This is an optimization exercise on Yosys and OpenROAD, whose aim is small area and a short achievable clock period, not a production implementation.
Function was not checked in any run shown here: the RTL went through the layout flow alone.

==> flow/design.v, too long to show whole: its modules and the start of the top module <==
// module alu: 65 lines
// module mul_cs: 699 lines
// module gen_mux2: 3 lines
// module gen_mux3: 3 lines
// module row_mux: 3 lines
// module booth_row2: 4 lines
// module booth_row4: 4 lines
// module booth_row6: 4 lines
// module booth_row8: 4 lines
// module booth_row10: 4 lines
// module booth_row12: 4 lines
// module booth_row14: 4 lines
// module booth_row16: 4 lines
// module booth_row18: 4 lines
// module booth_row20: 4 lines
// module booth_row22: 4 lines
// module booth_row24: 4 lines
// module booth_row26: 4 lines
// module booth_row28: 4 lines
// module booth_row30: 4 lines
// module booth_row32: 4 lines
// module add_out: 513 lines
// module pfx_nand: 3 lines
// module pfx_nor: 3 lines
// module pfx_xnor: 3 lines
// module pfx_xor: 3 lines
// module pfx_inv: 3 lines
// module pfx_aoi: 3 lines
// module pfx_oai: 3 lines
// module csa_fa: 4 lines
// module csa_or: 3 lines
// module csa_xn: 3 lines
module alu #(parameter DATA_WIDTH = 32, OP = 3)
(
    input wire start,
    input wire clk,
    input wire reset_n,
    input wire [DATA_WIDTH - 1 : 0] A,
    input wire [DATA_WIDTH - 1 : 0] B,
    input wire [OP - 1 : 0] op,
    output wire [DATA_WIDTH - 1 : 0] result,
    output reg done
);
  // ...
==> flow/flow/run.sh <==
#!/bin/bash
# The standard layout flow (standard.sh, ORFS with the standard flow's config), with two changes:
#  - the ports are buffered with buf_2 cells (ORFS would pick clkdlybuf4s50_1 delay cells);
#  - repair_timing aims at a setup slack margin of 5 ns.
export BUFFER_PORTS_ARGS="-buffer_cell sky130_fd_sc_hd__buf_2"
bash standard.sh SETUP_SLACK_MARGIN=5 finish > standard.log 2>&1
==> flow/standard.sh <==
#!/bin/bash
# synth_recipe.tcl (not shown) runs the flow's synth.tcl, then flattens the netlist and writes it again
# the make line also repeats each setting of config.mk as NAME=value (left out here)
make -C /OpenROAD-flow-scripts/flow DESIGN_CONFIG=/design/flow/config.mk WORK_HOME=/design/flow/orfs CLKGATE_MAP_FILE= SYNTH_SCRIPT=/design/flow/synth_recipe.tcl "${@:-finish}"
==> flow/config.mk <==
export PLATFORM = sky130hd
export DESIGN_NAME = alu
export DESIGN_NICKNAME = alu
export VERILOG_FILES = /design/flow/design.v
export SDC_FILE = /design/flow/constraint.sdc
export NUM_CORES = 4
export LEC_CHECK = 0
export CAP_MARGIN = 20
export CORE_MARGIN = 2
export CORE_UTILIZATION = 45
export SETUP_SLACK_MARGIN = 5
export SLEW_MARGIN = 20
export SYNTH_HIERARCHICAL = 1
export SYNTH_MINIMUM_KEEP_SIZE = 0
==> flow/constraint.sdc <==
create_clock -name core_clock -period 9.5 [get_ports {clk}]
set_input_delay 1.9000 -clock core_clock [delete_from_list [all_inputs] [get_ports {clk}]]
set_output_delay 1.9000 -clock core_clock [all_outputs]
set_load 0.01 [all_outputs]
==> flow_summary.json, run 1 <==
{
  "top_layer_used": "met4",
  "layout_setup_ws_ns": 5.12,
  "critPathBufInv": 1,
  "drv_cap": 0,
  "synth_fa_ha_area_frac": 0.248,
  "cts.clk_slew.worst_paths_ns": 0.07,
  "synth_top_area_frac": 0.206,
  "remaining_drc_errors": 0,
  "port_buffers": 102,
  "syn_area_um2": 19000,
  "stdcell_count": 2498,
  "multi_input_gates": 1539,
  "status": "timing/DRC/antenna clean",
  "critPathMaxStageDelay_ns": 0.53,
  "crit_chain": "a21oi_2 > o21ai_2 > a21oi_2 > o21ai_1 > a21oi_2 > mux2_1 > buf_2",
  "rsz0062_at_grt": "true",
  "post-route-period-util": 0.461,
  "synth_largest_area_cell": "fa_1",
  "grt_pass1_vias": 15300,
  "min_from": "done_reg",
  "coreArea_um2": 41900,
  "clkSinkCount": 150,
  "holdPathStages": 0,
  "cts_tree": "done"
}
==> module alu, before the edit <==
module alu #(parameter DATA_WIDTH = 32, OP = 3)
(
    input wire start,
    input wire clk,
    input wire reset_n,
    input wire [DATA_WIDTH - 1 : 0] A,
    input wire [DATA_WIDTH - 1 : 0] B,
    input wire [OP - 1 : 0] op,
    output wire [DATA_WIDTH - 1 : 0] result,
    output reg done
);
  wire in_mul = (op == 3'b101);
  wire in_sub = (op == 3'b100) | (op == 3'b110);
  wire [32:0] bx = {B, 1'b0};
  reg [31:0] a_r;
  reg [2:0]  op_r;
  reg [15:0] bone_r, btwo_r, nneg_r;
  reg        done_reg;
  integer k;
  always @(posedge clk) begin
    a_r  <= A;
    op_r <= op;
    for (k = 0; k < 16; k = k + 1) begin
      bone_r[k] <= bx[2*k+1] ^ (in_mul ? bx[2*k] : in_sub);
      btwo_r[k] <= (bx[2*k+2] ^ bx[2*k+1]) & ~(bx[2*k+1] ^ bx[2*k]);
      nneg_r[k] <= ~(bx[2*k+2] ^ (in_sub & ~in_mul));
    end
  end
  always @(posedge clk or negedge reset_n) begin
    if (!reset_n) done_reg <= 1'b0;
    else          done_reg <= start && (op != 3'b011);
  end
  wire [31:0] bs;    
  genvar gb;
  generate for (gb = 0; gb < 16; gb = gb + 1) begin : brec
    assign bs[2*gb]   = bone_r[gb];
    assign bs[2*gb+1] = ~nneg_r[gb];
  end endgenerate
  wire is_and = (op_r == 3'b000);
  wire is_or  = (op_r == 3'b001);
  wire is_add = (op_r == 3'b010);
  wire is_sub = (op_r == 3'b100) | (op_r == 3'b110);    
  wire is_mul = (op_r == 3'b101);
  wire is_slt = (op_r == 3'b110);
  wire [31:0] ab_and = a_r & bs;
  wire [31:0] ab_xor = a_r ^ bs;
  wire [31:0] ng = ({32{is_add}} & ab_and) | ({32{is_sub}} & {ab_and[31:1], a_r[0] | bs[0]});
  wire [31:0] np = ({32{is_add}} & ab_xor) | ({32{is_sub}} & {ab_xor[31:1], ~ab_xor[0]})
                 | ({32{is_and}} & ab_and) | ({32{is_or}} & (a_r | bs));
  wire [31:0] gd, pd;
  mul_cs u_mul (.a(a_r), .bone(bone_r), .btwo(btwo_r), .nneg(nneg_r), .seln(~is_mul), .ngn(~ng), .npn(~np),
                .gd(gd), .pd(pd));
  reg [31:0] g_r, p_r;
  reg        lt_r;
  always @(posedge clk) begin
    g_r  <= gd;
    p_r  <= pd;
    lt_r <= is_slt;
  end
  always @(posedge clk or negedge reset_n) begin
    if (!reset_n) done <= 1'b0;
    else          done <= done_reg;
  end
  add_out u_add (.g(g_r), .p(p_r), .lt(lt_r), .s(result));
endmodule
==> module add_out, before the edit <==
module add_out (input wire [31:0] g, input wire [31:0] p, input wire lt, output wire [31:0] s);
  wire [31:0] gb, pb;
  genvar gi;
  assign gb = g;
  assign pb = p;
  wire G0_1;
  pfx_aoi u_G0_1 (.g(gb[1]), .p(pb[1]), .gl(gb[0]), .y(G0_1));
  wire G0_2;
  pfx_aoi u_G0_2 (.g(gb[2]), .p(pb[2]), .gl(gb[1]), .y(G0_2));
  wire P0_2;
  pfx_nand u_P0_2 (.a(pb[2]), .b(pb[1]), .y(P0_2));
  wire G0_3;
  pfx_aoi u_G0_3 (.g(gb[3]), .p(pb[3]), .gl(gb[2]), .y(G0_3));
  wire P0_3;
  pfx_nand u_P0_3 (.a(pb[3]), .b(pb[2]), .y(P0_3));
  wire G0_4;
  pfx_aoi u_G0_4 (.g(gb[4]), .p(pb[4]), .gl(gb[3]), .y(G0_4));
  wire P0_4;
  pfx_nand u_P0_4 (.a(pb[4]), .b(pb[3]), .y(P0_4));
  wire G0_5;
  pfx_aoi u_G0_5 (.g(gb[5]), .p(pb[5]), .gl(gb[4]), .y(G0_5));
  wire P0_5;
  pfx_nand u_P0_5 (.a(pb[5]), .b(pb[4]), .y(P0_5));
  wire G0_6;
  pfx_aoi u_G0_6 (.g(gb[6]), .p(pb[6]), .gl(gb[5]), .y(G0_6));
  wire P0_6;
  pfx_nand u_P0_6 (.a(pb[6]), .b(pb[5]), .y(P0_6));
  wire G0_7;
  pfx_aoi u_G0_7 (.g(gb[7]), .p(pb[7]), .gl(gb[6]), .y(G0_7));
  wire P0_7;
  pfx_nand u_P0_7 (.a(pb[7]), .b(pb[6]), .y(P0_7));
  wire G0_8;
  pfx_aoi u_G0_8 (.g(gb[8]), .p(pb[8]), .gl(gb[7]), .y(G0_8));
  wire P0_8;
  pfx_nand u_P0_8 (.a(pb[8]), .b(pb[7]), .y(P0_8));
  wire G0_9;
  pfx_aoi u_G0_9 (.g(gb[9]), .p(pb[9]), .gl(gb[8]), .y(G0_9));
  wire P0_9;
  pfx_nand u_P0_9 (.a(pb[9]), .b(pb[8]), .y(P0_9));
  wire G0_10;
  pfx_aoi u_G0_10 (.g(gb[10]), .p(pb[10]), .gl(gb[9]), .y(G0_10));
  wire P0_10;
  pfx_nand u_P0_10 (.a(pb[10]), .b(pb[9]), .y(P0_10));
  wire G0_11;
  pfx_aoi u_G0_11 (.g(gb[11]), .p(pb[11]), .gl(gb[10]), .y(G0_11));
  wire P0_11;
  pfx_nand u_P0_11 (.a(pb[11]), .b(pb[10]), .y(P0_11));
  wire G0_12;
  pfx_aoi u_G0_12 (.g(gb[12]), .p(pb[12]), .gl(gb[11]), .y(G0_12));
  wire P0_12;
  pfx_nand u_P0_12 (.a(pb[12]), .b(pb[11]), .y(P0_12));
  wire G0_13;
  pfx_aoi u_G0_13 (.g(gb[13]), .p(pb[13]), .gl(gb[12]), .y(G0_13));
  wire P0_13;
  pfx_nand u_P0_13 (.a(pb[13]), .b(pb[12]), .y(P0_13));
  wire G0_14;
  pfx_aoi u_G0_14 (.g(gb[14]), .p(pb[14]), .gl(gb[13]), .y(G0_14));
  wire P0_14;
  pfx_nand u_P0_14 (.a(pb[14]), .b(pb[13]), .y(P0_14));
  wire G0_15;
  pfx_aoi u_G0_15 (.g(gb[15]), .p(pb[15]), .gl(gb[14]), .y(G0_15));
  wire P0_15;
  pfx_nand u_P0_15 (.a(pb[15]), .b(pb[14]), .y(P0_15));
  wire G0_16;
  pfx_aoi u_G0_16 (.g(gb[16]), .p(pb[16]), .gl(gb[15]), .y(G0_16));
  wire P0_16;
  pfx_nand u_P0_16 (.a(pb[16]), .b(pb[15]), .y(P0_16));
  wire G0_17;
  pfx_aoi u_G0_17 (.g(gb[17]), .p(pb[17]), .gl(gb[16]), .y(G0_17));
  wire P0_17;
  pfx_nand u_P0_17 (.a(pb[17]), .b(pb[16]), .y(P0_17));
  wire G0_18;
  pfx_aoi u_G0_18 (.g(gb[18]), .p(pb[18]), .gl(gb[17]), .y(G0_18));
  wire P0_18;
  pfx_nand u_P0_18 (.a(pb[18]), .b(pb[17]), .y(P0_18));
  wire G0_19;
  pfx_aoi u_G0_19 (.g(gb[19]), .p(pb[19]), .gl(gb[18]), .y(G0_19));
  wire P0_19;
  pfx_nand u_P0_19 (.a(pb[19]), .b(pb[18]), .y(P0_19));
  wire G0_20;
  pfx_aoi u_G0_20 (.g(gb[20]), .p(pb[20]), .gl(gb[19]), .y(G0_20));
  wire P0_20;
  pfx_nand u_P0_20 (.a(pb[20]), .b(pb[19]), .y(P0_20));
  wire G0_21;
  pfx_aoi u_G0_21 (.g(gb[21]), .p(pb[21]), .gl(gb[20]), .y(G0_21));
  wire P0_21;
  pfx_nand u_P0_21 (.a(pb[21]), .b(pb[20]), .y(P0_21));
  wire G0_22;
  pfx_aoi u_G0_22 (.g(gb[22]), .p(pb[22]), .gl(gb[21]), .y(G0_22));
  wire P0_22;
  pfx_nand u_P0_22 (.a(pb[22]), .b(pb[21]), .y(P0_22));
  wire G0_23;
  pfx_aoi u_G0_23 (.g(gb[23]), .p(pb[23]), .gl(gb[22]), .y(G0_23));
  wire P0_23;
  pfx_nand u_P0_23 (.a(pb[23]), .b(pb[22]), .y(P0_23));
  wire G0_24;
  pfx_aoi u_G0_24 (.g(gb[24]), .p(pb[24]), .gl(gb[23]), .y(G0_24));
  wire P0_24;
  pfx_nand u_P0_24 (.a(pb[24]), .b(pb[23]), .y(P0_24));
  wire G0_25;
  pfx_aoi u_G0_25 (.g(gb[25]), .p(pb[25]), .gl(gb[24]), .y(G0_25));
  wire P0_25;
  pfx_nand u_P0_25 (.a(pb[25]), .b(pb[24]), .y(P0_25));
  wire G0_26;
  pfx_aoi u_G0_26 (.g(gb[26]), .p(pb[26]), .gl(gb[25]), .y(G0_26));
  wire P0_26;
  pfx_nand u_P0_26 (.a(pb[26]), .b(pb[25]), .y(P0_26));
  wire G0_27;
  pfx_aoi u_G0_27 (.g(gb[27]), .p(pb[27]), .gl(gb[26]), .y(G0_27));
  wire P0_27;
  pfx_nand u_P0_27 (.a(pb[27]), .b(pb[26]), .y(P0_27));
  wire G0_28;
  pfx_aoi u_G0_28 (.g(gb[28]), .p(pb[28]), .gl(gb[27]), .y(G0_28));
  wire P0_28;
  pfx_nand u_P0_28 (.a(pb[28]), .b(pb[27]), .y(P0_28));
  wire G0_29;
  pfx_aoi u_G0_29 (.g(gb[29]), .p(pb[29]), .gl(gb[28]), .y(G0_29));
  wire P0_29;
  pfx_nand u_P0_29 (.a(pb[29]), .b(pb[28]), .y(P0_29));
  wire G0_30;
  pfx_aoi u_G0_30 (.g(gb[30]), .p(pb[30]), .gl(gb[29]), .y(G0_30));
  wire P0_30;
  pfx_nand u_P0_30 (.a(pb[30]), .b(pb[29]), .y(P0_30));
  wire G0_31;
  pfx_aoi u_G0_31 (.g(gb[31]), .p(pb[31]), .gl(gb[30]), .y(G0_31));
  wire P0_31;
  pfx_nand u_P0_31 (.a(pb[31]), .b(pb[30]), .y(P0_31));
  wire iv1;
  pfx_inv u_iv1 (.a(gb[0]), .y(iv1));
  wire G1_2;
  pfx_oai u_G1_2 (.gn(G0_2), .pn(P0_2), .gln(iv1), .y(G1_2));
  wire G1_3;
  pfx_oai u_G1_3 (.gn(G0_3), .pn(P0_3), .gln(G0_1), .y(G1_3));
  wire G1_4;
  pfx_oai u_G1_4 (.gn(G0_4), .pn(P0_4), .gln(G0_2), .y(G1_4));
  wire P1_4;
  pfx_nor u_P1_4 (.a(P0_4), .b(P0_2), .y(P1_4));
  wire G1_5;
  pfx_oai u_G1_5 (.gn(G0_5), .pn(P0_5), .gln(G0_3), .y(G1_5));
  wire P1_5;
  pfx_nor u_P1_5 (.a(P0_5), .b(P0_3), .y(P1_5));
  wire G1_6;
  pfx_oai u_G1_6 (.gn(G0_6), .pn(P0_6), .gln(G0_4), .y(G1_6));
  wire P1_6;
  pfx_nor u_P1_6 (.a(P0_6), .b(P0_4), .y(P1_6));
  wire G1_7;
  pfx_oai u_G1_7 (.gn(G0_7), .pn(P0_7), .gln(G0_5), .y(G1_7));
  wire P1_7;
  pfx_nor u_P1_7 (.a(P0_7), .b(P0_5), .y(P1_7));
  wire G1_8;
  pfx_oai u_G1_8 (.gn(G0_8), .pn(P0_8), .gln(G0_6), .y(G1_8));
  wire P1_8;
  pfx_nor u_P1_8 (.a(P0_8), .b(P0_6), .y(P1_8));
  wire G1_9;
  pfx_oai u_G1_9 (.gn(G0_9), .pn(P0_9), .gln(G0_7), .y(G1_9));
  wire P1_9;
  pfx_nor u_P1_9 (.a(P0_9), .b(P0_7), .y(P1_9));
  wire G1_10;
  pfx_oai u_G1_10 (.gn(G0_10), .pn(P0_10), .gln(G0_8), .y(G1_10));
  wire P1_10;
  pfx_nor u_P1_10 (.a(P0_10), .b(P0_8), .y(P1_10));
  wire G1_11;
  pfx_oai u_G1_11 (.gn(G0_11), .pn(P0_11), .gln(G0_9), .y(G1_11));
  wire P1_11;
  pfx_nor u_P1_11 (.a(P0_11), .b(P0_9), .y(P1_11));
  wire G1_12;
  pfx_oai u_G1_12 (.gn(G0_12), .pn(P0_12), .gln(G0_10), .y(G1_12));
  wire P1_12;
  pfx_nor u_P1_12 (.a(P0_12), .b(P0_10), .y(P1_12));
  wire G1_13;
  pfx_oai u_G1_13 (.gn(G0_13), .pn(P0_13), .gln(G0_11), .y(G1_13));
  wire P1_13;
  pfx_nor u_P1_13 (.a(P0_13), .b(P0_11), .y(P1_13));
  wire G1_14;
  pfx_oai u_G1_14 (.gn(G0_14), .pn(P0_14), .gln(G0_12), .y(G1_14));
  wire P1_14;
  pfx_nor u_P1_14 (.a(P0_14), .b(P0_12), .y(P1_14));
  wire G1_15;
  pfx_oai u_G1_15 (.gn(G0_15), .pn(P0_15), .gln(G0_13), .y(G1_15));
  wire P1_15;
  pfx_nor u_P1_15 (.a(P0_15), .b(P0_13), .y(P1_15));
  wire G1_16;
  pfx_oai u_G1_16 (.gn(G0_16), .pn(P0_16), .gln(G0_14), .y(G1_16));
  wire P1_16;
  pfx_nor u_P1_16 (.a(P0_16), .b(P0_14), .y(P1_16));
  wire G1_17;
  pfx_oai u_G1_17 (.gn(G0_17), .pn(P0_17), .gln(G0_15), .y(G1_17));
  wire P1_17;
  pfx_nor u_P1_17 (.a(P0_17), .b(P0_15), .y(P1_17));
  wire G1_18;
  pfx_oai u_G1_18 (.gn(G0_18), .pn(P0_18), .gln(G0_16), .y(G1_18));
  wire P1_18;
  pfx_nor u_P1_18 (.a(P0_18), .b(P0_16), .y(P1_18));
  wire G1_19;
  pfx_oai u_G1_19 (.gn(G0_19), .pn(P0_19), .gln(G0_17), .y(G1_19));
  wire P1_19;
  pfx_nor u_P1_19 (.a(P0_19), .b(P0_17), .y(P1_19));
  wire G1_20;
  pfx_oai u_G1_20 (.gn(G0_20), .pn(P0_20), .gln(G0_18), .y(G1_20));
  wire P1_20;
  pfx_nor u_P1_20 (.a(P0_20), .b(P0_18), .y(P1_20));
  wire G1_21;
  pfx_oai u_G1_21 (.gn(G0_21), .pn(P0_21), .gln(G0_19), .y(G1_21));
  wire P1_21;
  pfx_nor u_P1_21 (.a(P0_21), .b(P0_19), .y(P1_21));
  wire G1_22;
  pfx_oai u_G1_22 (.gn(G0_22), .pn(P0_22), .gln(G0_20), .y(G1_22));
  wire P1_22;
  pfx_nor u_P1_22 (.a(P0_22), .b(P0_20), .y(P1_22));
  wire G1_23;
  pfx_oai u_G1_23 (.gn(G0_23), .pn(P0_23), .gln(G0_21), .y(G1_23));
  wire P1_23;
  pfx_nor u_P1_23 (.a(P0_23), .b(P0_21), .y(P1_23));
  wire G1_24;
  pfx_oai u_G1_24 (.gn(G0_24), .pn(P0_24), .gln(G0_22), .y(G1_24));
  wire P1_24;
  pfx_nor u_P1_24 (.a(P0_24), .b(P0_22), .y(P1_24));
  wire G1_25;
  pfx_oai u_G1_25 (.gn(G0_25), .pn(P0_25), .gln(G0_23), .y(G1_25));
  wire P1_25;
  pfx_nor u_P1_25 (.a(P0_25), .b(P0_23), .y(P1_25));
  wire G1_26;
  pfx_oai u_G1_26 (.gn(G0_26), .pn(P0_26), .gln(G0_24), .y(G1_26));
  wire P1_26;
  pfx_nor u_P1_26 (.a(P0_26), .b(P0_24), .y(P1_26));
  wire G1_27;
  pfx_oai u_G1_27 (.gn(G0_27), .pn(P0_27), .gln(G0_25), .y(G1_27));
  wire P1_27;
  pfx_nor u_P1_27 (.a(P0_27), .b(P0_25), .y(P1_27));
  wire G1_28;
  pfx_oai u_G1_28 (.gn(G0_28), .pn(P0_28), .gln(G0_26), .y(G1_28));
  wire P1_28;
  pfx_nor u_P1_28 (.a(P0_28), .b(P0_26), .y(P1_28));
  wire G1_29;
  pfx_oai u_G1_29 (.gn(G0_29), .pn(P0_29), .gln(G0_27), .y(G1_29));
  wire P1_29;
  pfx_nor u_P1_29 (.a(P0_29), .b(P0_27), .y(P1_29));
  wire G1_30;
  pfx_oai u_G1_30 (.gn(G0_30), .pn(P0_30), .gln(G0_28), .y(G1_30));
  wire P1_30;
  pfx_nor u_P1_30 (.a(P0_30), .b(P0_28), .y(P1_30));
  wire G1_31;
  pfx_oai u_G1_31 (.gn(G0_31), .pn(P0_31), .gln(G0_29), .y(G1_31));
  wire P1_31;
  pfx_nor u_P1_31 (.a(P0_31), .b(P0_29), .y(P1_31));
  wire G2_4;
  pfx_aoi u_G2_4 (.g(G1_4), .p(P1_4), .gl(gb[0]), .y(G2_4));
  wire iv2;
  pfx_inv u_iv2 (.a(G0_1), .y(iv2));
  wire G2_5;
  pfx_aoi u_G2_5 (.g(G1_5), .p(P1_5), .gl(iv2), .y(G2_5));
  wire G2_6;
  pfx_aoi u_G2_6 (.g(G1_6), .p(P1_6), .gl(G1_2), .y(G2_6));
  wire G2_7;
  pfx_aoi u_G2_7 (.g(G1_7), .p(P1_7), .gl(G1_3), .y(G2_7));
  wire G2_8;
  pfx_aoi u_G2_8 (.g(G1_8), .p(P1_8), .gl(G1_4), .y(G2_8));
  wire P2_8;
  pfx_nand u_P2_8 (.a(P1_8), .b(P1_4), .y(P2_8));
  wire G2_9;
  pfx_aoi u_G2_9 (.g(G1_9), .p(P1_9), .gl(G1_5), .y(G2_9));
  wire P2_9;
  pfx_nand u_P2_9 (.a(P1_9), .b(P1_5), .y(P2_9));
  wire G2_10;
  pfx_aoi u_G2_10 (.g(G1_10), .p(P1_10), .gl(G1_6), .y(G2_10));
  wire P2_10;
  pfx_nand u_P2_10 (.a(P1_10), .b(P1_6), .y(P2_10));
  wire G2_11;
  pfx_aoi u_G2_11 (.g(G1_11), .p(P1_11), .gl(G1_7), .y(G2_11));
  wire P2_11;
  pfx_nand u_P2_11 (.a(P1_11), .b(P1_7), .y(P2_11));
  wire G2_12;
  pfx_aoi u_G2_12 (.g(G1_12), .p(P1_12), .gl(G1_8), .y(G2_12));
  wire P2_12;
  pfx_nand u_P2_12 (.a(P1_12), .b(P1_8), .y(P2_12));
  wire G2_13;
  pfx_aoi u_G2_13 (.g(G1_13), .p(P1_13), .gl(G1_9), .y(G2_13));
  wire P2_13;
  pfx_nand u_P2_13 (.a(P1_13), .b(P1_9), .y(P2_13));
  wire G2_14;
  pfx_aoi u_G2_14 (.g(G1_14), .p(P1_14), .gl(G1_10), .y(G2_14));
  wire P2_14;
  pfx_nand u_P2_14 (.a(P1_14), .b(P1_10), .y(P2_14));
  wire G2_15;
  pfx_aoi u_G2_15 (.g(G1_15), .p(P1_15), .gl(G1_11), .y(G2_15));
  wire P2_15;
  pfx_nand u_P2_15 (.a(P1_15), .b(P1_11), .y(P2_15));
  wire G2_16;
  pfx_aoi u_G2_16 (.g(G1_16), .p(P1_16), .gl(G1_12), .y(G2_16));
  wire P2_16;
  pfx_nand u_P2_16 (.a(P1_16), .b(P1_12), .y(P2_16));
  wire G2_17;
  pfx_aoi u_G2_17 (.g(G1_17), .p(P1_17), .gl(G1_13), .y(G2_17));
  wire P2_17;
  pfx_nand u_P2_17 (.a(P1_17), .b(P1_13), .y(P2_17));
  wire G2_18;
  pfx_aoi u_G2_18 (.g(G1_18), .p(P1_18), .gl(G1_14), .y(G2_18));
  wire P2_18;
  pfx_nand u_P2_18 (.a(P1_18), .b(P1_14), .y(P2_18));
  wire G2_19;
  pfx_aoi u_G2_19 (.g(G1_19), .p(P1_19), .gl(G1_15), .y(G2_19));
  wire P2_19;
  pfx_nand u_P2_19 (.a(P1_19), .b(P1_15), .y(P2_19));
  wire G2_20;
  pfx_aoi u_G2_20 (.g(G1_20), .p(P1_20), .gl(G1_16), .y(G2_20));
  wire P2_20;
  pfx_nand u_P2_20 (.a(P1_20), .b(P1_16), .y(P2_20));
  wire G2_21;
  pfx_aoi u_G2_21 (.g(G1_21), .p(P1_21), .gl(G1_17), .y(G2_21));
  wire P2_21;
  pfx_nand u_P2_21 (.a(P1_21), .b(P1_17), .y(P2_21));
  wire G2_22;
  pfx_aoi u_G2_22 (.g(G1_22), .p(P1_22), .gl(G1_18), .y(G2_22));
  wire P2_22;
  pfx_nand u_P2_22 (.a(P1_22), .b(P1_18), .y(P2_22));
  wire G2_23;
  pfx_aoi u_G2_23 (.g(G1_23), .p(P1_23), .gl(G1_19), .y(G2_23));
  wire P2_23;
  pfx_nand u_P2_23 (.a(P1_23), .b(P1_19), .y(P2_23));
  wire G2_24;
  pfx_aoi u_G2_24 (.g(G1_24), .p(P1_24), .gl(G1_20), .y(G2_24));
  wire P2_24;
  pfx_nand u_P2_24 (.a(P1_24), .b(P1_20), .y(P2_24));
  wire G2_25;
  pfx_aoi u_G2_25 (.g(G1_25), .p(P1_25), .gl(G1_21), .y(G2_25));
  wire P2_25;
  pfx_nand u_P2_25 (.a(P1_25), .b(P1_21), .y(P2_25));
  wire G2_26;
  pfx_aoi u_G2_26 (.g(G1_26), .p(P1_26), .gl(G1_22), .y(G2_26));
  wire P2_26;
  pfx_nand u_P2_26 (.a(P1_26), .b(P1_22), .y(P2_26));
  wire G2_27;
  pfx_aoi u_G2_27 (.g(G1_27), .p(P1_27), .gl(G1_23), .y(G2_27));
  wire P2_27;
  pfx_nand u_P2_27 (.a(P1_27), .b(P1_23), .y(P2_27));
  wire G2_28;
  pfx_aoi u_G2_28 (.g(G1_28), .p(P1_28), .gl(G1_24), .y(G2_28));
  wire P2_28;
  pfx_nand u_P2_28 (.a(P1_28), .b(P1_24), .y(P2_28));
  wire G2_29;
  pfx_aoi u_G2_29 (.g(G1_29), .p(P1_29), .gl(G1_25), .y(G2_29));
  wire P2_29;
  pfx_nand u_P2_29 (.a(P1_29), .b(P1_25), .y(P2_29));
  wire G2_30;
  pfx_aoi u_G2_30 (.g(G1_30), .p(P1_30), .gl(G1_26), .y(G2_30));
  wire P2_30;
  pfx_nand u_P2_30 (.a(P1_30), .b(P1_26), .y(P2_30));
  wire G2_31;
  pfx_aoi u_G2_31 (.g(G1_31), .p(P1_31), .gl(G1_27), .y(G2_31));
  wire P2_31;
  pfx_nand u_P2_31 (.a(P1_31), .b(P1_27), .y(P2_31));
  wire iv3;
  pfx_inv u_iv3 (.a(gb[0]), .y(iv3));
  wire G3_8;
  pfx_oai u_G3_8 (.gn(G2_8), .pn(P2_8), .gln(iv3), .y(G3_8));
  wire G3_9;
  pfx_oai u_G3_9 (.gn(G2_9), .pn(P2_9), .gln(G0_1), .y(G3_9));
  wire iv4;
  pfx_inv u_iv4 (.a(G1_2), .y(iv4));
  wire G3_10;
  pfx_oai u_G3_10 (.gn(G2_10), .pn(P2_10), .gln(iv4), .y(G3_10));
  wire iv5;
  pfx_inv u_iv5 (.a(G1_3), .y(iv5));
  wire G3_11;
  pfx_oai u_G3_11 (.gn(G2_11), .pn(P2_11), .gln(iv5), .y(G3_11));
  wire G3_12;
  pfx_oai u_G3_12 (.gn(G2_12), .pn(P2_12), .gln(G2_4), .y(G3_12));
  wire G3_13;
  pfx_oai u_G3_13 (.gn(G2_13), .pn(P2_13), .gln(G2_5), .y(G3_13));
  wire G3_14;
  pfx_oai u_G3_14 (.gn(G2_14), .pn(P2_14), .gln(G2_6), .y(G3_14));
  wire G3_15;
  pfx_oai u_G3_15 (.gn(G2_15), .pn(P2_15), .gln(G2_7), .y(G3_15));
  wire G3_16;
  pfx_oai u_G3_16 (.gn(G2_16), .pn(P2_16), .gln(G2_8), .y(G3_16));
  wire P3_16;
  pfx_nor u_P3_16 (.a(P2_16), .b(P2_8), .y(P3_16));
  wire G3_17;
  pfx_oai u_G3_17 (.gn(G2_17), .pn(P2_17), .gln(G2_9), .y(G3_17));
  wire P3_17;
  pfx_nor u_P3_17 (.a(P2_17), .b(P2_9), .y(P3_17));
  wire G3_18;
  pfx_oai u_G3_18 (.gn(G2_18), .pn(P2_18), .gln(G2_10), .y(G3_18));
  wire P3_18;
  pfx_nor u_P3_18 (.a(P2_18), .b(P2_10), .y(P3_18));
  wire G3_19;
  pfx_oai u_G3_19 (.gn(G2_19), .pn(P2_19), .gln(G2_11), .y(G3_19));
  wire P3_19;
  pfx_nor u_P3_19 (.a(P2_19), .b(P2_11), .y(P3_19));
  wire G3_20;
  pfx_oai u_G3_20 (.gn(G2_20), .pn(P2_20), .gln(G2_12), .y(G3_20));
  wire P3_20;
  pfx_nor u_P3_20 (.a(P2_20), .b(P2_12), .y(P3_20));
  wire G3_21;
  pfx_oai u_G3_21 (.gn(G2_21), .pn(P2_21), .gln(G2_13), .y(G3_21));
  wire P3_21;
  pfx_nor u_P3_21 (.a(P2_21), .b(P2_13), .y(P3_21));
  wire G3_22;
  pfx_oai u_G3_22 (.gn(G2_22), .pn(P2_22), .gln(G2_14), .y(G3_22));
  wire P3_22;
  pfx_nor u_P3_22 (.a(P2_22), .b(P2_14), .y(P3_22));
  wire G3_23;
  pfx_oai u_G3_23 (.gn(G2_23), .pn(P2_23), .gln(G2_15), .y(G3_23));
  wire P3_23;
  pfx_nor u_P3_23 (.a(P2_23), .b(P2_15), .y(P3_23));
  wire G3_24;
  pfx_oai u_G3_24 (.gn(G2_24), .pn(P2_24), .gln(G2_16), .y(G3_24));
  wire P3_24;
  pfx_nor u_P3_24 (.a(P2_24), .b(P2_16), .y(P3_24));
  wire G3_25;
  pfx_oai u_G3_25 (.gn(G2_25), .pn(P2_25), .gln(G2_17), .y(G3_25));
  wire P3_25;
  pfx_nor u_P3_25 (.a(P2_25), .b(P2_17), .y(P3_25));
  wire G3_26;
  pfx_oai u_G3_26 (.gn(G2_26), .pn(P2_26), .gln(G2_18), .y(G3_26));
  wire P3_26;
  pfx_nor u_P3_26 (.a(P2_26), .b(P2_18), .y(P3_26));
  wire G3_27;
  pfx_oai u_G3_27 (.gn(G2_27), .pn(P2_27), .gln(G2_19), .y(G3_27));
  wire P3_27;
  pfx_nor u_P3_27 (.a(P2_27), .b(P2_19), .y(P3_27));
  wire G3_28;
  pfx_oai u_G3_28 (.gn(G2_28), .pn(P2_28), .gln(G2_20), .y(G3_28));
  wire P3_28;
  pfx_nor u_P3_28 (.a(P2_28), .b(P2_20), .y(P3_28));
  wire G3_29;
  pfx_oai u_G3_29 (.gn(G2_29), .pn(P2_29), .gln(G2_21), .y(G3_29));
  wire P3_29;
  pfx_nor u_P3_29 (.a(P2_29), .b(P2_21), .y(P3_29));
  wire G3_30;
  pfx_oai u_G3_30 (.gn(G2_30), .pn(P2_30), .gln(G2_22), .y(G3_30));
  wire P3_30;
  pfx_nor u_P3_30 (.a(P2_30), .b(P2_22), .y(P3_30));
  wire G3_31;
  pfx_oai u_G3_31 (.gn(G2_31), .pn(P2_31), .gln(G2_23), .y(G3_31));
  wire P3_31;
  pfx_nor u_P3_31 (.a(P2_31), .b(P2_23), .y(P3_31));
  wire G4_16;
  pfx_aoi u_G4_16 (.g(G3_16), .p(P3_16), .gl(gb[0]), .y(G4_16));
  wire iv6;
  pfx_inv u_iv6 (.a(G0_1), .y(iv6));
  wire G4_17;
  pfx_aoi u_G4_17 (.g(G3_17), .p(P3_17), .gl(iv6), .y(G4_17));
  wire G4_18;
  pfx_aoi u_G4_18 (.g(G3_18), .p(P3_18), .gl(G1_2), .y(G4_18));
  wire G4_19;
  pfx_aoi u_G4_19 (.g(G3_19), .p(P3_19), .gl(G1_3), .y(G4_19));
  wire iv7;
  pfx_inv u_iv7 (.a(G2_4), .y(iv7));
  wire G4_20;
  pfx_aoi u_G4_20 (.g(G3_20), .p(P3_20), .gl(iv7), .y(G4_20));
  wire iv8;
  pfx_inv u_iv8 (.a(G2_5), .y(iv8));
  wire G4_21;
  pfx_aoi u_G4_21 (.g(G3_21), .p(P3_21), .gl(iv8), .y(G4_21));
  wire iv9;
  pfx_inv u_iv9 (.a(G2_6), .y(iv9));
  wire G4_22;
  pfx_aoi u_G4_22 (.g(G3_22), .p(P3_22), .gl(iv9), .y(G4_22));
  wire iv10;
  pfx_inv u_iv10 (.a(G2_7), .y(iv10));
  wire G4_23;
  pfx_aoi u_G4_23 (.g(G3_23), .p(P3_23), .gl(iv10), .y(G4_23));
  wire G4_24;
  pfx_aoi u_G4_24 (.g(G3_24), .p(P3_24), .gl(G3_8), .y(G4_24));
  wire G4_25;
  pfx_aoi u_G4_25 (.g(G3_25), .p(P3_25), .gl(G3_9), .y(G4_25));
  wire G4_26;
  pfx_aoi u_G4_26 (.g(G3_26), .p(P3_26), .gl(G3_10), .y(G4_26));
  wire G4_27;
  pfx_aoi u_G4_27 (.g(G3_27), .p(P3_27), .gl(G3_11), .y(G4_27));
  wire G4_28;
  pfx_aoi u_G4_28 (.g(G3_28), .p(P3_28), .gl(G3_12), .y(G4_28));
  wire G4_29;
  pfx_aoi u_G4_29 (.g(G3_29), .p(P3_29), .gl(G3_13), .y(G4_29));
  wire G4_30;
  pfx_aoi u_G4_30 (.g(G3_30), .p(P3_30), .gl(G3_14), .y(G4_30));
  wire G4_31;
  pfx_aoi u_G4_31 (.g(G3_31), .p(P3_31), .gl(G3_15), .y(G4_31));
  wire cy = ~G4_31;
  assign s[0] = lt ? ~cy : p[0];
  assign s[1] = ~lt & (p[1] ^ gb[0]);
  assign s[2] = ~lt & (p[2] ^ ~G0_1);
  assign s[3] = ~lt & (p[3] ^ G1_2);
  assign s[4] = ~lt & (p[4] ^ G1_3);
  assign s[5] = ~lt & (p[5] ^ ~G2_4);
  assign s[6] = ~lt & (p[6] ^ ~G2_5);
  assign s[7] = ~lt & (p[7] ^ ~G2_6);
  assign s[8] = ~lt & (p[8] ^ ~G2_7);
  assign s[9] = ~lt & (p[9] ^ G3_8);
  assign s[10] = ~lt & (p[10] ^ G3_9);
  assign s[11] = ~lt & (p[11] ^ G3_10);
  assign s[12] = ~lt & (p[12] ^ G3_11);
  assign s[13] = ~lt & (p[13] ^ G3_12);
  assign s[14] = ~lt & (p[14] ^ G3_13);
  assign s[15] = ~lt & (p[15] ^ G3_14);
  assign s[16] = ~lt & (p[16] ^ G3_15);
  assign s[17] = ~lt & (p[17] ^ ~G4_16);
  assign s[18] = ~lt & (p[18] ^ ~G4_17);
  assign s[19] = ~lt & (p[19] ^ ~G4_18);
  assign s[20] = ~lt & (p[20] ^ ~G4_19);
  assign s[21] = ~lt & (p[21] ^ ~G4_20);
  assign s[22] = ~lt & (p[22] ^ ~G4_21);
  assign s[23] = ~lt & (p[23] ^ ~G4_22);
  assign s[24] = ~lt & (p[24] ^ ~G4_23);
  assign s[25] = ~lt & (p[25] ^ ~G4_24);
  assign s[26] = ~lt & (p[26] ^ ~G4_25);
  assign s[27] = ~lt & (p[27] ^ ~G4_26);
  assign s[28] = ~lt & (p[28] ^ ~G4_27);
  assign s[29] = ~lt & (p[29] ^ ~G4_28);
  assign s[30] = ~lt & (p[30] ^ ~G4_29);
  assign s[31] = ~lt & (p[31] ^ ~G4_30);
endmodule
==> run 2: changes to the inputs <==
--- a/flow/design.v
+++ b/flow/design.v
@@ -43,11 +43,16 @@
   wire is_mul = (op_r == 3'b101);
   wire is_slt = (op_r == 3'b110);
-  wire [31:0] ab_and = a_r & bs;
-  wire [31:0] ab_xor = a_r ^ bs;
-  wire [31:0] ng = ({32{is_add}} & ab_and) | ({32{is_sub}} & {ab_and[31:1], a_r[0] | bs[0]});
-  wire [31:0] np = ({32{is_add}} & ab_xor) | ({32{is_sub}} & {ab_xor[31:1], ~ab_xor[0]})
-                 | ({32{is_and}} & ab_and) | ({32{is_or}} & (a_r | bs));
+  wire arith = is_add | is_sub;
+  wire k_and = is_and | is_or;
+  wire k_xor = arith | is_or;
+  wire [31:0] ngn, npn;
+  generate for (gb = 1; gb < 32; gb = gb + 1) begin : nmgp
+    nm_gp u_nm (.a(a_r[gb]), .b(bs[gb]), .arith(arith), .k_and(k_and), .k_xor(k_xor), .gn(ngn[gb]), .pn(npn[gb]));
+  end endgenerate
+  assign ngn[0] = ~((is_add & a_r[0] & bs[0]) | (is_sub & (a_r[0] | bs[0])));
+  assign npn[0] = ~((is_add & (a_r[0] ^ bs[0])) | (is_sub & ~(a_r[0] ^ bs[0]))
+                   | (is_and & a_r[0] & bs[0]) | (is_or & (a_r[0] | bs[0])));
   wire [31:0] gd, pd;
-  mul_cs u_mul (.a(a_r), .bone(bone_r), .btwo(btwo_r), .nneg(nneg_r), .seln(~is_mul), .ngn(~ng), .npn(~np),
+  mul_cs u_mul (.a(a_r), .bone(bone_r), .btwo(btwo_r), .nneg(nneg_r), .seln(~is_mul), .ngn(ngn), .npn(npn),
                 .gd(gd), .pd(pd));
   reg [31:0] g_r, p_r;
@@ -1315,6 +1320,6 @@
   wire G4_31;
   pfx_aoi u_G4_31 (.g(G3_31), .p(P3_31), .gl(G3_15), .y(G4_31));
-  wire cy = ~G4_31;
-  assign s[0] = lt ? ~cy : p[0];
+  wire cy = G4_31;
+  res0_muxn u_s0 (.lt(lt), .pn(~p[0]), .cyn(cy), .y(s[0]));
   assign s[1] = ~lt & (p[1] ^ gb[0]);
   assign s[2] = ~lt & (p[2] ^ ~G0_1);
@@ -1364,4 +1369,17 @@
   assign y = ~a;
 endmodule
+module nm_gp (input wire a, input wire b, input wire arith, input wire k_and, input wire k_xor,
+              output wire gn, output wire pn);
+  wire ab = a & b;
+  wire ax = a ^ b;
+  assign gn = ~(arith & ab);
+  assign pn = ~((k_xor & ax) | (k_and & ab));
+endmodule
+module res0_mux (input wire lt, input wire pn, input wire cy, output wire y);
+  assign y = ~((lt | pn) & (~lt | cy));
+endmodule
+module res0_muxn (input wire lt, input wire pn, input wire cyn, output wire y);
+  assign y = ~((lt | pn) & (~lt | ~cyn));
+endmodule
 module pfx_aoi (input wire g, input wire p, input wire gl, output wire y);
   assign y = ~(g | (p & gl));
==> flow/flow/run.sh (replaced) <==
#!/bin/bash
# The standard layout flow (standard.sh, ORFS with the standard flow's config), with three changes:
#  - after floorplan, combinational cells are set to drive strength 1 (downsize.tcl), so that
#    the resizer, which sees the placement, chooses the sizes instead of synthesis;
#  - the ports are buffered with buf_2 cells (ORFS would pick clkdlybuf4s50_1 delay cells);
#  - repair_timing aims at a setup slack margin of 5 ns.
set -e
export BUFFER_PORTS_ARGS="-buffer_cell sky130_fd_sc_hd__buf_2"
bash standard.sh SETUP_SLACK_MARGIN=5 floorplan > standard_floorplan.log 2>&1
ODB_IN=$(ls -d orfs/results/*/alu/base)/2_floorplan.odb openroad -no_splash -exit flow/downsize.tcl > downsize.log 2>&1
bash standard.sh SETUP_SLACK_MARGIN=5 finish > standard.log 2>&1
==> flow/flow/downsize.tcl (new file) <==
# Set every combinational cell that synthesis gave a larger drive strength back to its
# drive-1 version; placement's repair_design and repair_timing then size cells for the
# actual loads and wires. Registers and other sequential cells are left as they are.
read_db $::env(ODB_IN)
set db [ord::get_db]
set n 0
foreach inst [[ord::get_db_block] getInsts] {
  set m [$inst getMaster]
  set name [$m getName]
  if {[$m isSequential]} { continue }
  if {[regexp {^(sky130_fd_sc_hd__[a-z0-9]+)_([0-9]+)$} $name -> base size] && $size > 1} {
    if {[string match "*df*" $base] || [string match "*dl*" $base] || [string match "*clk*" $base]} { continue }
    set new [$db findMaster ${base}_1]
    if {$new ne "NULL"} {
      $inst swapMaster $new
      incr n
    }
  }
}
puts "downsized $n instances"
write_db $::env(ODB_IN)
==> run 2 against run 1 <==
  * Still clean on timing, DRC and antenna
  * Flip-flop and latch count unchanged
  * Worst hold slack improved by 0.012 ns
  * Register-to-register slack is essentially flat
  * Setup slack improved by 0.018 ns
  * Largest cell class unchanged
==> flow_summary.json, run 2 <==
{
  "drv_cap": 0,
  "post-route-period-util": 0.459,
  "port_buffers": 102,
  "synth_top_area_frac": 0.218,
  "ys_types": 40,
  "cp.required_ns": 9.81,
  "min_from": "done_reg",
  "drt_iter0_drc": 1764,
  "setup_viol": 0,
  "syn_nets": 2016,
  "insertion_delay_ns": 0.45,
  "synth_edf_count": 0,
  "antenna_found_initial": 0,
  "final.fill_count": 3862,
  "syn_to_final_growth_pct": 1.83,
  "clock-root-buffer": "clkbuf_16",
  "nets": 2087,
  "grt_pass1_vias": 14300,
  "initial_core_util": 0.454,
  "cts-buffers-inserted": 17,
  "top_layer_used": "met4",
  "dpl.hpwl_um": 38700,
  "yosys.cell_count.top_type": "xnor2_1",
  "synth-main-ff-cell": "dfxtp_1",
  "via_per_inst": 6.02,
  "routed_wl_um": 57000,
  "hold-path-endpoint": "done",
  "via_count": 14000,
  "r2r_slack_ns": 5.13,
  "grt_max_degree": 65,
  "r2r-end": "p_r[28]",
  "synth_largest_area_cell": "fa_1",
  "reg2regPathDepth": 12,
  "reg2reg_from": "a_r[5]",
  "dieHeight_um": 204,
  "antennaDiodeCount": 0,
  "finalMaxSlewViolations": 0,
  "status": "timing/DRC/antenna clean",
  "multiInputGateArea_um2": 12700,
  "wl_met1_um": 23900,
  "worst_pin_slew_ns": 1.08,
  "tns_ns": 0,
  "grt_pass1_wl_um": 86400,
  "die_w_um": 204,
  "holdPathStages": 0,
  "cp.arrival_ns": 4.68,
  "h-tree-depth": 4,
  "final-seq-area_um2": 3090,
  "hold_class": "reg -> reg",
  "syn_area_um2": 18000,
  "synth-seq-cells": 150,
  "clock.fmax_ghz": 0.229,
  "synthCells": 1718,
  "relSlewSlack": 0.281,
  "start_kind": "register",
  "drive_gt1_frac": 0.125,
  "clkSinkCount": 150,
  "die_area_um2": 41600,
  "remaining_drc_errors": 0,
  "met2_length_um": 26100,
  "final_cell_mix": "xnor2_1, a22oi_1, fa_1",
  "ys_top_cells_by_area": "fa_1, xnor2_1, dfxtp_1",
  "drtPass1Iterations": 7,
  "drtAntennaViolNets": 0,
  "critPathMaxFanout": 28,
  "num_rows": 73,
  "yosysWarningCount": 7,
  "syn-mean-instance-area_um2": 10.5,
  "top_regs": "a_r x32, g_r x32, p_r x32",
  "num_io_pins": 103,
  "rsz0062_at_grt": "true",
  "crit_type": "reg -> reg",
  "overflow": 0,
  "place_congestion": 0.884,
  "finalHoldViolCount": 0,
  "track_usage": 0.273,
  "ys_top_cells_by_count": "xnor2_1, fa_1, a22oi_2",
  "wl_per_cell_um": 24.5,
  "coreArea_um2": 39600,
  "cts_tree": "done",
  "cts.clk_slew.worst_paths_ns": 0.07,
  "min_period_ns": 4.37,
  "clock_path_buffers": 2,
  "clock_skew_ns": 0.0139,
  "wl_met3_um": 5560,
  "final_common_cell": "xnor2_1",
  "ys_async_sr_fraction": 0.0133,
  "synth.yosys.seq_area_share": 0.167,
  "stdcell_count": 2326,
  "placed_cells": 2291,
  "crit_path_end_kind": "register"
}
==> run 2: changes by cell type in the layout (fill, tap and decap cells not counted), moves of 21 or more <==
cell / previous run / this run
a22oi_2: 132 / 1
a21oi_2: 75 / 2
a21oi_1: 0 / 73
inv_1: 74 / 29
o41ai_2: 21 / 0
o41ai_1: 0 / 21
a22oi_1: 122 / 286
o21a_1: 32 / 1
nand3b_1: 33 / 2
mux2i_1: 33 / 1
ha_1: 64 / 32
==> run 2: per-module statistics from Yosys (local to each module, per instance), excerpt <==
module | flip-flops and latches | cells inside
nm_gp | 0 | 3
booth_row18 | 0 | 42
csa_xn | 0 | 1
booth_row4 | 0 | 9
csa_fa | 0 | 1
booth_row12 | 0 | 27
add_out | 0 | 66
booth_row14 | 0 | 32
gen_mux3 | 0 | 1
booth_row2 | 0 | 4
==> run 2: how the worst max path moves through the flow <==
stage / start / end / slack (ns) / cells after the start
final: a_r[5] / p_r[28] / 5.13 / 12
after global routing: btwo_r[0] / g_r[30] / 4.99 / 11
after global placement: bone_r[8] / p_r[30] / 4.93 / 11
after detailed placement: bone_r[8] / p_r[29] / 4.90 / 11
after floorplan: a_r[0] / p_r[30] / 5.02 / 11
after CTS: a_r[18] / p_r[29] / 5.01 / 11
==> run 2: critical path, cell delays in order (launching register included) <==
cell     delay (ns)
dfxtp_2        0.32
buf_6          0.30
a22oi_1        0.14
xnor2_1        0.28
fa_1           0.51
fa_1           0.49
fa_1           0.40
fa_1           0.54
fa_1           0.44
or2_1          0.29
xnor2_1        0.25
xnor2_1        0.15
o21ai_1        0.08
==> run 2: kinds of logic (layout without fill, tap and decap cells) <==
family / after synthesis / count (layout) / share of synthesized area
buffers and inverters: 121 / 204 / 0.0533
AOI/OAI and AO/OA: 516 / 516 / 0.266
DFF: 150 / 150 / 0.167
other: 1 / 1 / 0.000208
adders and majority gates: 228 / 228 / 0.240
xor gates and xnor gates: 425 / 425 / 0.207
and+or+nand+nor: 276 / 276 / 0.0653
muxes: 1 / 1 / 0.000556
==> run 2: routing by layer <==
metal / GRT usage / vias to the layer above
met4: 0.0833 / 0
li1: - / 6120
met2: 0.437 / 854
met1: 0.370 / 6919
met5: 0 / -
met3: 0.0598 / 109
==> run 2: what timing repair did <==
item                                    CTS  global route
endpoints found under the setup margin    7            13
gates cloned                              0             3
hold buffers                              0             0
hold endpoints to repair                  0             0
resized for setup                        15            98
buffers inserted                          0             1
==> run 2: stage by stage <==
step                      setup WS [ns]  instance area, µm²  utilization  hold slack [ns]
after floorplan                    5.02               18000            -            0.331
after global placement             4.93               17300        0.437            0.335
after detailed placement           4.90               17300        0.437            0.337
after CTS                          5.01               17900        0.453            0.358
after global routing               4.99               18300        0.462            0.374
final                              5.13               18300        0.462            0.361
==> run 2: cell type report <==
type / count / area share
clock buffer: 19 / 0.0242
clock inverter: 12 / 0.00915
inverter: 29 / 0.00594
sequential: 150 / 0.169
multi-input combinational: 1447 / 0.695
timing repair buffer: 144 / 0.0609
tap: 525 / 0.0359
==> run 3: changes to the inputs <==
==> flow/flow/run.sh (replaced) <==
#!/bin/bash
# The standard layout flow (standard.sh: ORFS with the standard flow's config and standard synthesis),
# with these changes:
#  - after floorplan, prep.tcl sets combinational cells to drive strength 1 and changes the
#    full adders on the slowest paths to the faster fah_1 cell;
#  - the ports are buffered with buf_2 cells (ORFS would pick clkdlybuf4s50_1 delay cells);
#  - repair_timing aims at a setup slack margin of 5.2 ns.
set -e
export BUFFER_PORTS_ARGS="-buffer_cell sky130_fd_sc_hd__buf_2"
bash standard.sh SETUP_SLACK_MARGIN=5.2 floorplan > standard_floorplan.log 2>&1
res=$(ls -d orfs/results/*/alu/base)
ODB_IN=$res/2_floorplan.odb SDC_IN=$res/2_floorplan.sdc \
  LIB_FILE=$FLOW_HOME/platforms/sky130hd/lib/sky130_fd_sc_hd__tt_025C_1v80.lib \
  FAH_WINDOW=0.3 FAH_ROUNDS=1 \
  openroad -no_splash -exit flow/prep.tcl > prep.log 2>&1
bash standard.sh SETUP_SLACK_MARGIN=5.2 finish > standard.log 2>&1
==> flow/flow/prep.tcl (new file) <==
# Runs on the floorplan database, before placement:
#  1. every combinational cell that synthesis gave a larger drive strength is set back to
#     its drive-1 version; the resizer, which sees the placement, sizes cells afterwards;
#  2. the full adders (fa_1) on the slowest register-to-register paths are changed to the
#     faster full-adder cell fah_1 (same function; its carry input pin is named CI).
# Registers and other sequential cells are left as they are.
read_db $::env(ODB_IN)
read_liberty $::env(LIB_FILE)
read_sdc $::env(SDC_IN)
set db [ord::get_db]
set block [ord::get_db_block]
set n 0
foreach inst [$block getInsts] {
  set m [$inst getMaster]
  set name [$m getName]
  if {[$m isSequential]} { continue }
  if {[regexp {^(sky130_fd_sc_hd__[a-z0-9]+)_([0-9]+)$} $name -> base size] && $size > 1} {
    if {[string match "*df*" $base] || [string match "*dl*" $base] || [string match "*clk*" $base]} { continue }
    set new [$db findMaster ${base}_1]
    if {$new ne "NULL"} { $inst swapMaster $new; incr n }
  }
}
puts "downsized $n instances"

proc fa_to_fah {inst} {
  set block [ord::get_db_block]
  set fahm [[ord::get_db] findMaster sky130_fd_sc_hd__fah_1]
  set name [$inst getName]
  set conns {}
  foreach it [$inst getITerms] {
    set net [$it getNet]
    if {$net ne "NULL"} { lappend conns [[$it getMTerm] getName] $net }
  }
  odb::dbInst_destroy $inst
  set new [odb::dbInst_create $block $fahm $name]
  foreach {mt net} $conns {
    if {$mt eq "CIN"} { set mt CI }
    [$new findITerm $mt] connect $net
  }
}
set window $::env(FAH_WINDOW)
set rounds $::env(FAH_ROUNDS)
set total 0
for {set r 0} {$r < $rounds} {incr r} {
  set fas {}
  foreach inst [$block getInsts] {
    if {[[$inst getMaster] getName] eq "sky130_fd_sc_hd__fa_1"} {
      set nm [$inst getName]
      set s [expr {min([get_property [get_pins $nm/SUM] slack_max], [get_property [get_pins $nm/COUT] slack_max])}]
      lappend fas [list $s $inst]
    }
  }
  if {[llength $fas] == 0} { break }
  set fas [lsort -real -index 0 $fas]
  set worst [lindex $fas 0 0]
  set k 0
  foreach e $fas {
    if {[lindex $e 0] < $worst + $window} { fa_to_fah [lindex $e 1]; incr k }
  }
  incr total $k
  puts "round $r: worst fa slack $worst, changed $k full adders"
}
puts "changed $total full adders to fah_1"
report_checks -from [all_registers -clock_pins] -to [all_registers -data_pins] -format end
report_design_area
write_db $::env(ODB_IN)
--- a/flow/config.mk
+++ b/flow/config.mk
@@ -9,4 +9,5 @@
 export CORE_MARGIN = 2
 export CORE_UTILIZATION = 45
+export CTS_BUF_LIST = sky130_fd_sc_hd__clkbuf_4 sky130_fd_sc_hd__clkbuf_8
 export SETUP_SLACK_MARGIN = 5
 export SLEW_MARGIN = 20
removed: flow/flow/downsize.tcl
==> run 3 against run 2 <==
  * Critical path depth fell by 4
  * Worst hold slack better by 0.00087 ns
  * Synthesized area stayed put
  * Still clean
  * Count of clock-buffer cells in the layout is 2 lower
  * Global-route usage is 0.33 points higher
  * Clock skew increased by 0.0070 ns
  * Routed wire length shrank 0.84%
  * Fmax up 4.8%
==> flow_summary.json, run 3 <==
{
  "grt_pass1_vias": 14200,
  "die_area_um2": 41600,
  "clkSinkCount": 150,
  "path_delay_family": "simple AND/OR/NAND/NOR gates",
  "rsz0062_at_grt": "true",
  "crit_type": "reg -> out",
  "cts-buffers-inserted": 17,
  "clock.fmax_ghz": 0.240,
  "nets": 2068,
  "relSlewSlack": 0.275,
  "via_count": 13900,
  "grt_max_degree": 65,
  "syn_nets": 2016,
  "drtAntennaViolNets": 0,
  "grt_pass1_wl_um": 86000,
  "num_rows": 73,
  "setup_viol": 0,
  "start_kind": "register",
  "coreArea_um2": 39600,
  "antennaDiodeCount": 0,
  "post-route-period-util": 0.439,
  "top_regs": "a_r x32, g_r x32, p_r x32",
  "ctsHoldBuffers": 0,
  "critPathBufInv": 1,
  "antenna_found_initial": 0,
  "status": "timing/DRC/antenna clean",
  "cts.clk_slew.worst_paths_ns": 0.09,
  "synth.yosys.seq_area_share": 0.167,
  "h-tree-depth": 4,
  "finalHoldViolCount": 0,
  "drtPass1Iterations": 6,
  "syn_area_um2": 18000,
  "overflow": 0,
  "final_common_cell": "xnor2_1",
  "cp_slowest_cell": "dfxtp_1",
  "post-cts-setup-buffer-count": 0,
  "place_congestion": 0.885,
  "clock-root-buffer": "clkbuf_8",
  "ys_types": 40,
  "synth-seq-cells": 150,
  "dieHeight_um": 204,
  "worst_pin_slew_ns": 1.09,
  "ys_top_cells_by_count": "xnor2_1, fa_1, a22oi_2",
  "place_ws_ns": 5.11,
  "yosysWarningCount": 7,
  "remaining_drc_errors": 0,
  "synth_largest_area_cell": "fa_1",
  "die_w_um": 204,
  "dpl.hpwl_um": 39600,
  "critPathMaxFanout": 4,
  "tns_ns": 0,
  "crit_chain": "nand2_1 > nor2_1 > nand2_1 > o21ai_2 > a21oi_1 > xor2_1 > nor2_1 > buf_2",
  "via_per_inst": 6.02,
  "track_usage": 0.277,
  "layout_setup_ws_ns": 5.33,
  "hold_class": "reg -> reg",
  "synth_top_area_frac": 0.218,
  "insertion_delay_ns": 0.55,
  "clock_path_buffers": 2,
  "critPathMaxStageDelay_ns": 0.47,
  "port_buffers": 102,
  "cts_tree": "done",
  "syn-mean-instance-area_um2": 10.5,
  "final_cell_mix": "xnor2_1, a22oi_1, nand2_1",
  "cp.required_ns": 7.60,
  "drive_gt1_frac": 0.130,
  "ys_async_sr_fraction": 0.0133,
  "drv_cap": 0,
  "min_period_ns": 4.17,
  "clock_skew_ns": 0.0209,
  "crit_path_end_kind": "output pin",
  "initial_core_util": 0.454,
  "cp.arrival_ns": 2.27,
  "syn_to_final_growth_pct": 4.18,
  "finalMaxSlewViolations": 0,
  "yosys.cell_count.top_type": "xnor2_1",
  "drt_iter0_drc": 1429,
  "synth-main-ff-cell": "dfxtp_1",
  "synth_edf_count": 0,
  "num_io_pins": 103,
  "ys_top_cells_by_area": "fa_1, xnor2_1, dfxtp_1",
  "wl_per_cell_um": 24.5,
  "synthCells": 1718,
  "routed_wl_um": 56500
}
[run 3: what timing repair did]
| item | CTS | global route |
|---|---|---|
| endpoints found under the setup margin | 25 | 32 |
| gates resized for setup | 16 | 64 |
| pin swaps | 0 | 0 |
[run 3: metrics by stage]
| step | area (µm²) | cells | utilization | hold WS [ns] |
|---|---|---|---|---|
| after floorplan | 18000 | 1718 | - | 0.331 |
| final | 18700 | 2308 | 0.473 | 0.362 |
| after global placement | 18100 | 2276 | 0.457 | 0.335 |
| after global routing | 18700 | 2308 | 0.473 | 0.386 |
| after detailed placement | 18100 | 2276 | 0.457 | 0.346 |
| after CTS | 18600 | 2308 | 0.468 | 0.368 |
[run 3: cell type report]
type                    instances  area (µm²)
well taps                     525         657
multi-input cells            1447       13800
fillers                      3804       20900
inverters                      29         109
clock buffers                  17         234
flip-flops and latches        150        3110
clock inverters                15         156
repair buffers                125         721
[run 3: routing by layer]
metal | vias up | wire [µm] | track usage
met1 | 6854 | 24600 | 0.385
met5 | - | 0 | 0
met2 | 728 | 24900 | 0.415
li1 | 6153 | - | -
met4 | 0 | 1870 | 0.112
met3 | 150 | 5120 | 0.0654
[run 3: cell families after synthesis]
kind of cell | synth area share
other | 0.000208
buffers and inverters | 0.0533
DFF | 0.167
muxes | 0.000556
and+or+nand+nor | 0.0653
xor gates and xnor gates | 0.207
adders and majority gates | 0.240
AOI/OAI and AO/OA | 0.266
[run 3: path summary, 6_finish.rpt]
| check | startpoint | to | slack (ns) | depth (start not counted) |
|---|---|---|---|---|
| max in group asynchronous | reset_n | done_reg | 8.28 | 1 |
| worst max register to register | bone_r[1] | g_r[21] | 5.34 | 10 |
| min in group asynchronous | reset_n | done | 1.12 | 1 |
| worst min-delay path | done_reg | done | 0.36 | 0 |
| worst max-delay path | p_r[10] | result[29] | 5.33 | 8 |
| worst min register to register | done_reg | done | 0.36 | 0 |
[run 3: Yosys stat by module, one instance, submodules excluded, excerpt]
module | copies in the design | flip-flops and latches | cells | area, µm²
booth_row18 | 1 | 0 | 42 | 413
booth_row4 | 1 | 0 | 9 | 76.3
booth_row16 | 1 | 0 | 37 | 369
row_mux | 32 | 0 | 1 | 5.00
booth_row26 | 1 | 0 | 61 | 632
booth_row10 | 1 | 0 | 23 | 243
booth_row8 | 1 | 0 | 18 | 148
booth_row6 | 1 | 0 | 13 | 104
pfx_nand | 54 | 0 | 1 | 3.75
booth_row32 | 1 | 0 | 74 | 591
pfx_nor | 44 | 0 | 1 | 3.75
alu | 1 | 150 | 314 | 3990
nm_gp | 31 | 0 | 3 | 28.8
[run 3: worst register-to-register path, delay by kind of cell (launching register included)]
family,cells,cell delay [ns]
adders and majority gates,5,2.37
AOI/OAI and AO/OA,2,0.57
xor gates and xnor gates,2,0.44
DFF,1,0.34
buffers and inverters,1,0.31
==> run 4: changes to the inputs <==
--- a/flow/flow/run.sh
+++ b/flow/flow/run.sh
@@ -5,7 +5,9 @@
 #    full adders on the slowest paths to the faster fah_1 cell;
 #  - the ports are buffered with buf_2 cells (ORFS would pick clkdlybuf4s50_1 delay cells);
+#  - clock tree synthesis uses clkbuf_4 / clkbuf_8 and adds no dummy loads;
 #  - repair_timing aims at a setup slack margin of 5.2 ns.
 set -e
 export BUFFER_PORTS_ARGS="-buffer_cell sky130_fd_sc_hd__buf_2"
+export CTS_ARGS="-sink_clustering_enable -repair_clock_nets -dont_use_dummy_load -buf_list {sky130_fd_sc_hd__clkbuf_4 sky130_fd_sc_hd__clkbuf_8}"
 bash standard.sh SETUP_SLACK_MARGIN=5.2 floorplan > standard_floorplan.log 2>&1
 res=$(ls -d orfs/results/*/alu/base)
==> run 4 against run 3 <==
  * Flip-flop and latch count stayed put
  * Global-route usage shrank 0.096 points
  * Fmax down 0.37%
  * Register-to-register slack barely moved
  * Final cell count is 0.65% lower
  * Die area did not move
  * Count of clock-buffer cells in the layout did not move
  * Largest cell class unchanged
==> flow_summary.json, run 4 <==
{
  "critPathMaxFanout": 4,
  "reg2regPathDepth": 10,
  "critPathMaxStageDelay_ns": 0.39,
  "top_regs": "a_r x32, g_r x32, p_r x32",
  "hold-path-endpoint": "done",
  "ys_async_sr_fraction": 0.0133,
  "cp.arrival_ns": 2.28,
  "yosysWarningCount": 7,
  "port_buffers": 102,
  "h-tree-depth": 4,
  "die_w_um": 204,
  "rsz0062_at_grt": "true",
  "cp.required_ns": 7.60,
  "cpMostUsedCell": "a21oi_1",
  "layout_setup_ws_ns": 5.32,
  "drtPass1Iterations": 5,
  "relSlewSlack": 0.249,
  "syn_area_um2": 18000,
  "insertion_delay_ns": 0.53,
  "synthCells": 1718,
  "drive_gt1_frac": 0.120,
  "setup_viol": 0,
  "final_cell_mix": "xnor2_1, a22oi_1, nand2_1",
  "post-cts-setup-buffer-count": 0,
  "clock_path_buffers": 2,
  "yosys.cell_count.top_type": "xnor2_1",
  "finalHoldViolCount": 0,
  "drt_iter0_drc": 1381,
  "antennaDiodeCount": 0,
  "r2r-end": "g_r[24]",
  "track_usage": 0.276,
  "holdPathStages": 0,
  "remaining_drc_errors": 0,
  "syn_nets": 2016,
  "die_area_um2": 41600,
  "min_from": "done_reg",
  "overflow": 0,
  "num_io_pins": 103,
  "ys_types": 40,
  "synth-seq-cells": 150,
  "synth-main-ff-cell": "dfxtp_1",
  "synth_top_area_frac": 0.218,
  "clock_skew_ns": 0.0311,
  "via_count": 13700,
  "ys_top_cells_by_area": "fa_1, xnor2_1, dfxtp_1",
  "grt_max_degree": 65,
  "place_ws_ns": 5.11,
  "initial_core_util": 0.454,
  "cts.clk_slew.worst_paths_ns": 0.08,
  "antenna_found_initial": 0,
  "stdcell_count": 2293,
  "drtAntennaViolNets": 0,
  "path_delay_family": "compound AO/OA/AOI/OAI gates",
  "clock-root-buffer": "clkbuf_8",
  "cp_slowest_cell": "dfxtp_1",
  "min_period_ns": 4.18,
  "status": "timing/DRC/antenna clean",
  "coreArea_um2": 39600,
  "drv_cap": 0,
  "cts_tree": "done",
  "reg2reg_from": "bone_r[0]",
  "tns_ns": 0,
  "place_congestion": 0.885,
  "grt_pass1_wl_um": 85700,
  "num_rows": 73,
  "synth_largest_area_cell": "fa_1",
  "r2r_slack_ns": 5.35,
  "ys_top_cells_by_count": "xnor2_1, fa_1, a22oi_2",
  "syn-mean-instance-area_um2": 10.5,
  "cts-buffers-inserted": 17,
  "routed_wl_um": 56400,
  "clkSinkCount": 150,
  "start_kind": "register",
  "post-route-period-util": 0.440,
  "critPathBufInv": 1,
  "synth_edf_count": 0,
  "ctsHoldBuffers": 0,
  "clock.fmax_ghz": 0.239,
  "finalMaxSlewViolations": 0,
  "via_per_inst": 5.99,
  "worst_pin_slew_ns": 1.13,
  "crit_type": "reg -> out",
  "grt_pass1_vias": 14100,
  "wl_per_cell_um": 24.6,
  "crit_path_end_kind": "output pin",
  "final_common_cell": "xnor2_1",
  "syn_to_final_growth_pct": 3.11,
  "synth.yosys.seq_area_share": 0.167,
  "nets": 2068,
  "dieHeight_um": 204,
  "hold_ws_ns": 0.356,
  "dpl.hpwl_um": 39600,
  "crit_chain": "a21oi_1 > o21ai_1 > a21oi_1 > o21ai_1 > a21oi_1 > xor2_1 > nor2_1 > buf_2",
  "placed_cells": 2276,
  "hold_class": "reg -> reg"
}
[run 4: Yosys stat by module (local to each module, per instance), a selection]
module	flip-flops and latches	area (µm²)
pfx_aoi	0	8.76
booth_row4	0	76.3
nm_gp	0	28.8
booth_row18	0	413
booth_row10	0	243
booth_row14	0	299
booth_row8	0	148
[run 4: cell families after synthesis]
kind of cell / share of synthesized area
AO/OA/AOI/OAI: 0.266
XOR/XNOR: 0.207
adder cells (fa/ha/maj): 0.240
buffers and inverters: 0.0533
flip-flops: 0.167
multiplexers: 0.000556
other: 0.000208
AND/OR/NAND/NOR: 0.0653
[run 4: what timing repair did]
action	CTS	global route
gates cloned	0	0
resized for setup	11	59
setup endpoints to repair	20	29
[run 4: cell type report]
cell class,instances,area (µm²)
fill,3813,21100
multi-input combinational,1447,13700
sequential,150,3100
timing repair buffer,125,713
tap,525,657
clock buffer,17,234
inverter,29,109
[run 4: worst max-delay path by stage]
stage	start	end	slack [ns]	cells after the start
6_report	p_r[10]	result[31]	5.32	8
5_1_grt	p_r[6]	result[31]	5.16	8
4_1_cts	p_r[2]	result[29]	5.20	8
3_5_place_dp	bone_r[6]	g_r[24]	5.11	9
3_3_place_gp	bone_r[6]	p_r[24]	5.21	10
2_1_floorplan	a_r[4]	p_r[30]	5.18	11
[run 4: through the flow]
| stage | area (µm²) | util |
|---|---|---|
| 2_1_floorplan | 18000 | - |
| 3_3_place_gp | 18100 | 0.457 |
| 3_5_place_dp | 18100 | 0.457 |
| 4_1_cts | 18400 | 0.464 |
| 5_1_grt | 18600 | 0.468 |
| 6_report | 18600 | 0.468 |
[run 4: layer usage]
| metal | wire [µm] | vias up | track usage |
|---|---|---|---|
| met5 | 0 | - | 0 |
| met3 | 4800 | 135 | 0.0614 |
| met1 | 24900 | 6789 | 0.384 |
| li1 | - | 6131 | - |
| met2 | 24900 | 687 | 0.418 |
| met4 | 1730 | 0 | 0.107 |

[re-timing with driven ports]
No port has a modelled driver above. Below, the same layouts with a new extraction and two added sets of constraints. Step 1 (the two cells are an assumption about what drives the block):
set clk [get_ports {clk}]
set_driving_cell -lib_cell sky130_fd_sc_hd__clkbuf_16 $clk
set_driving_cell -lib_cell sky130_fd_sc_hd__buf_2 [delete_from_list [all_inputs] $clk]
Step 2 adds t to the input delays and takes it off the output delays; t is the mean of the earliest and latest rising clock arrival at the registers after step 1. Input paths then give back, and output paths get back, about the clock's delay inside the block. Slacks: no drivers / after step 1 / after step 2; pairs: no drivers / after step 1.
| run | shift t [ns] | setup slack, ns | worst hold slack (ns) | slew at the worst register clock pin (ns) | worst slew at a driven data input, ns |
|---|---|---|---|---|---|
| run 1 | 0.506 | 5.117 / 5.063 / 5.143 | 0.349 / 0.349 / 0.349 | 0.07 / 0.07 | 0.06 |
| run 2 | 0.497 | 5.135 / 5.135 / 5.135 | 0.361 / 0.361 / 0.361 | 0.08 / 0.08 | 0.06 |
| run 3 | 0.591 | 5.334 / 5.285 / 5.340 | 0.362 / 0.362 / 0.362 | 0.11 / 0.11 | 0.11 |
| run 4 | 0.571 | 5.319 / 5.267 / 5.353 | 0.356 / 0.356 / 0.356 | 0.10 / 0.10 | 0.09 |
After both steps setup and hold are still met in every run listed.
